Source: an optimization exercise on an open RTL-to-GDS flow (aim: small area, a short achievable clock period and few clock cycles). Production flows keep margins and buffers that such runs may drop.
The RTL was checked by simulation tests, not by an equivalence proof against the original design.
Power figures rest on the tool's default switching activity, not on a simulated workload.

## the baseline
// jzjpcc
module jzjpcc
(
	input logic clock,
	input logic reset, 
	output logic [13:2] imem_addr,
	input logic [31:0] imem_data, 
	output logic [13:2] dmem_addr,
	output logic dmem_we,
	output logic [3:0] dmem_be, 
	output logic [31:0] dmem_wdata, 
	input logic [31:0] dmem_rdata 
);
==> module jzjpcc_address_adder, before the edit <==
module jzjpcc_address_adder
(
	input logic [13:0] a,
	input logic [13:0] b,
	output logic [13:0] sum
);
logic [13:0] generateBits [0:4];
logic [13:0] propagateBits [0:4];
assign generateBits[0] = a & b;
assign propagateBits[0] = a ^ b;
for (genvar level = 1; level <= 4; ++level)
begin : prefixLevels
	localparam int SPAN = 1 << (level - 1);
	for (genvar i = 0; i < 14; ++i)
	begin : prefixBits
		if (i >= SPAN)
		begin : combine
			assign generateBits[level][i] = generateBits[level - 1][i] | (propagateBits[level - 1][i] & generateBits[level - 1][i - SPAN]);
			assign propagateBits[level][i] = propagateBits[level - 1][i] & propagateBits[level - 1][i - SPAN];
		end
		else
		begin : pass
			assign generateBits[level][i] = generateBits[level - 1][i];
			assign propagateBits[level][i] = propagateBits[level - 1][i];
		end
	end
end
assign sum = propagateBits[0] ^ {generateBits[4][12:0], 1'b0};
endmodule
clock: 12.5 ns
lec_check: 0
cap_margin: 20
core_margin: 2
core_utilization: 60
cts_cluster_diameter: 70
cts_cluster_size: 30
place_density: 0.75
slew_margin: 20
synth_hierarchical: 1
synth_minimum_keep_size: 0
standard.sh (not shown) runs the stock make flow with config.mk's settings and CLKGATE_MAP_FILE= SYNTH_SCRIPT=/design/flow/synth_recipe.tcl, a recipe that flattens the netlist after the stock synthesis.
==> flow/flow/run.sh <==
#!/bin/bash
set -euo pipefail
export BUFFER_PORTS_ARGS="-buffer_cell sky130_fd_sc_hd__buf_4"
export SETUP_SLACK_MARGIN=7
bash standard.sh > standard.log 2>&1
Testbench counts of the baseline, summed over its fixed seeds: cycles 53,324.
For the candidate, these inputs were changed with respect to the baseline:
--- a/flow/design.v
+++ b/flow/design.v
@@ -49,10 +49,31 @@
 	input logic [13:0] b,
 	output logic [13:0] sum
 );
-logic [13:0] generateBits [0:4];
-logic [13:0] propagateBits [0:4];
-assign generateBits[0] = a & b;
-assign propagateBits[0] = a ^ b;
+logic [13:0] generateBits, propagateBits, carries;
+jzjpcc_address_adder_bits bits (.a, .b, .generateBits, .propagateBits);
+jzjpcc_address_adder_prefix prefix (.generateBits, .propagateBits, .carries);
+assign sum = propagateBits ^ {carries[12:0], 1'b0};
+endmodule
+module jzjpcc_address_adder_bits
+(
+	input logic [13:0] a,
+	input logic [13:0] b,
+	output logic [13:0] generateBits,
+	output logic [13:0] propagateBits
+);
+assign generateBits = a & b;
+assign propagateBits = a ^ b;
+endmodule
+module jzjpcc_address_adder_prefix
+(
+	input logic [13:0] generateBits,
+	input logic [13:0] propagateBits,
+	output logic [13:0] carries
+);
+logic [13:0] g [0:4];
+logic [13:0] p [0:4];
+assign g[0] = generateBits;
+assign p[0] = propagateBits;
 for (genvar level = 1; level <= 4; ++level)
 begin : prefixLevels
 	localparam int SPAN = 1 << (level - 1);
@@ -60,17 +81,17 @@
 	begin : prefixBits
 		if (i >= SPAN)
 		begin : combine
-			assign generateBits[level][i] = generateBits[level - 1][i] | (propagateBits[level - 1][i] & generateBits[level - 1][i - SPAN]);
-			assign propagateBits[level][i] = propagateBits[level - 1][i] & propagateBits[level - 1][i - SPAN];
+			assign g[level][i] = g[level - 1][i] | (p[level - 1][i] & g[level - 1][i - SPAN]);
+			assign p[level][i] = p[level - 1][i] & p[level - 1][i - SPAN];
 		end
 		else
 		begin : pass
-			assign generateBits[level][i] = generateBits[level - 1][i];
-			assign propagateBits[level][i] = propagateBits[level - 1][i];
+			assign g[level][i] = g[level - 1][i];
+			assign p[level][i] = p[level - 1][i];
 		end
 	end
 end
-assign sum = propagateBits[0] ^ {generateBits[4][12:0], 1'b0};
+assign carries = g[4];
 endmodule
 module jzjpcc_branch_equal
 (
==> comparison <==
The baseline: PASS, flow complete, no timing, DRC or antenna violations
Looking at the reports, the candidate completed the entire flow and the layout it produced met the timing, DRC and antenna checks.
As far as die boundary height is concerned, the baseline and the candidate perform about the same.
~same area overhead of the layout relative to synthesis in the candidate and the baseline
| final hold slack | the candidate vs the baseline | better |
The run showing the greater final critical-path share of the clock period is the baseline.
As far as cell count after placement is concerned, the candidate and the baseline perform about the same.
Diff the baseline..the candidate | share of cells above drive strength 1 | negligible
Final wirelength shrinks by a few percent when moving from the baseline to the candidate.
Worst reg2reg path depth: the candidate vs the baseline identical
Relative to the baseline, the quantity of gates resized following cts measured on the candidate has decreased by more than a quarter.
Compared the candidate against the baseline; initial core utilization within noise.
The baseline -> the candidate: area share of buffers outside the clock network flat
Changes observed in the candidate relative to the baseline: global-route usage lower; non-clock buffer count shrank by 1.4%.
In the tables for the candidate and the baseline, largest net degree at the start of global routing reads higher with the baseline.
Testbench counts of the candidate, summed over its fixed seeds: cycles 53,324.


Another version of the RTL of jzjpcc (not shown whole).
Size: roughly 0.066 mm² of cells after synthesis.
## jzjpcc
module jzjpcc
(
	input logic clock,
	input logic reset, 
	output logic [13:2] imem_addr,
	input logic [31:0] imem_data, 
	output logic [13:2] dmem_addr,
	output logic dmem_we,
	output logic [3:0] dmem_be, 
	output logic [31:0] dmem_wdata, 
	input logic [31:0] dmem_rdata 
);
logic started; 
logic [13:2] pcD; 
logic predictTaken; 
logic [13:2] predictPC;
logic mispredictE; 
logic stall; 
logic validE;
logic regWriteE, isLoadE, isStoreE, isBranchE, isJalrE, predictE, passE, useImmE, subtractE, arithmeticE;
logic [4:0] rdE;
logic [2:0] funct3E;
logic forwardAE, forwardBE; 
logic [31:0] rs1E, rs2E;
logic [11:0] immE;
logic [13:2] altPCE; 
logic loadM;
logic [31:0] aluOutM;
logic stallForFetch, equalityBranchForFetch;
logic [13:2] pcPlus1D; 
localparam int BTB_ENTRIES = 2;
logic [BTB_ENTRIES-1:0] btbValid;
logic [13:2] btbTag [BTB_ENTRIES];
logic [13:2] btbTarget [BTB_ENTRIES];
logic [BTB_ENTRIES-1:0] btbMatch; 
logic btbHit;
logic [13:2] btbHitTarget;
always_comb
begin
	btbHit = 1'b0;
	btbHitTarget = '0;
	for (int i = 0; i < BTB_ENTRIES; ++i)
	begin
		if (btbMatch[i])
		begin
			btbHit = 1'b1;
			btbHitTarget = btbHitTarget | btbTarget[i];
		end
	end
end
logic [13:2] nextFetch;
always_comb
begin
	if (predictTaken)
		nextFetch = predictPC;
	else if (stallForFetch)
		nextFetch = pcD; 
	else if (btbHit)
		nextFetch = btbHitTarget;
	else
  ...
Settings: LEC_CHECK=0, CAP_MARGIN=20, CORE_MARGIN=2, CORE_UTILIZATION=60, CTS_CLUSTER_DIAMETER=70, CTS_CLUSTER_SIZE=24, PLACE_DENSITY=0.75, SLEW_MARGIN=20, SYNTH_HIERARCHICAL=1, SYNTH_MINIMUM_KEEP_SIZE=0; clock period 12.5 ns.
Scripts as last shown in full above: flow/flow/run.sh
Testbench counts at the start, summed over its fixed seeds: cycles 53,324.
Rerun with:
--- a/flow/design.v
+++ b/flow/design.v
@@ -157,31 +157,20 @@
 	output logic [3:0] dmem_be, 
 	output logic [31:0] dmem_wdata, 
 	input logic [31:0] dmem_rdata 
 );
 logic started; 
 logic [13:2] pcD; 
 logic predictTaken; 
 logic [13:2] predictPC;
 logic mispredictE; 
 logic stall; 
-logic validE;
-logic regWriteE, isLoadE, isStoreE, isBranchE, isJalrE, predictE, passE, useImmE, subtractE, arithmeticE;
-logic [4:0] rdE;
-logic [2:0] funct3E;
-logic forwardAE, forwardBE; 
-logic [31:0] rs1E, rs2E;
-logic [11:0] immE;
-logic [13:2] altPCE; 
-logic loadM;
-logic [31:0] aluOutM;
-logic stallForFetch, equalityBranchForFetch;
 logic [13:2] pcPlus1D; 
 localparam int BTB_ENTRIES = 2;
 logic [BTB_ENTRIES-1:0] btbValid;
 logic [13:2] btbTag [BTB_ENTRIES];
 logic [13:2] btbTarget [BTB_ENTRIES];
 logic [BTB_ENTRIES-1:0] btbMatch; 
 logic btbHit;
 logic [13:2] btbHitTarget;
 always_comb
 begin
@@ -342,23 +331,34 @@
 	if (isJalD || isJalrD)
 		constD = {18'd0, pcPlus1D, 2'b00};
 	else if (isLuiD)
 		constD = immU;
 	else
 		constD = immU + {18'd0, pcD, 2'b00};
 end
 logic subtractD, arithmeticD;
 assign subtractD = isBranchD || ((isOpD || isOpImmD) && (funct3D[2:1] == 2'b01)) || (isOpD && (funct3D == 3'b000) && instr[30]);
 assign arithmeticD = instr[30] && funct3D[2];
+logic validE;
+logic regWriteE, isLoadE, isStoreE, isBranchE, isJalrE, predictE, passE, useImmE, subtractE, arithmeticE;
+logic [4:0] rdE;
+logic [2:0] funct3E;
+logic forwardAE, forwardBE; 
+logic [31:0] rs1E, rs2E;
+logic [11:0] immE;
+logic [13:2] altPCE; 
+logic loadM;
+logic [31:0] aluOutM;
 logic liveE;
 assign liveE = validE && !lateRedirect;
 assign stall = liveE && loadM && (forwardAE || forwardBE);
+logic stallForFetch, equalityBranchForFetch;
 assign stallForFetch = validE && loadM && (forwardAE || forwardBE);
 assign equalityBranchForFetch = validE && !stallForFetch && isBranchE && !funct3E[2];
 logic [31:0] opA, rs2Forwarded, opB;
 assign opA = forwardAE ? aluOutM : rs1E;
 assign rs2Forwarded = forwardBE ? aluOutM : rs2E;
 assign opB = useImmE ? {{20{immE[11]}}, immE} : rs2Forwarded;
 logic [31:0] aluResult;
 logic equal, lessThan, lessThanUnsigned;
 jzjpcc_alu alu (.funct3(funct3E), .subtract(subtractE), .arithmetic(arithmeticE), .a(opA), .b(opB),
 					 .result(aluResult), .equal, .lessThan, .lessThanUnsigned);
=>
- wire length rose by 0.38%
- via count came out lower by 1.1%
- utilization rose by 0.40 points
- final area falls by 0.35%
- combinational power is about the same
- non-clock buffer count climbs by 14
- area after synthesis shrinks by 0.36%
- die area shrinks by 0.36%
- clock power is about the same
Testbench counts after the change, summed over its fixed seeds: cycles 53,324.

==> static timing again, ports no longer ideal <==
Ports are ideal in the flow. The routed layouts listed here were re-timed in OpenROAD.
Step 1, drivers: a clkbuf_16 drives clock and a buf_2 each remaining input, both assumed.
Step 2 adds t to the input delays and takes it off the output delays; t is the mean of the earliest and latest rising clock arrival at the registers after step 1. Input paths then give back, and output paths get back, about the clock's delay inside the block.
Three values: ideal ports, drivers, drivers and shift; two values: the first two.
run | shift t [ns] | setup slack, ns | worst setup path at the end | latest minus earliest clock arrival (ns) | cell pins on the clock port's net
the baseline | 0.766 | 6.840 / 6.764 / 6.217 | input to register | 0.089 / 0.089 | 1
the candidate | 0.764 | 6.869 / 6.789 / 6.303 | input to register | 0.050 / 0.050 | 1
the first run of note 2 | 0.762 | 6.917 / 6.914 / 6.205 | input to register | 0.049 / 0.049 | 1
the second run of note 2 | 0.768 | 6.981 / 6.901 / 6.297 | input to register | 0.076 / 0.076 | 1
After both steps setup and hold are still met in every run listed. For the first run of note 2, which loses most, drivers alone change the setup slack by -0.003 ns; drivers and shift together by -0.712 ns.
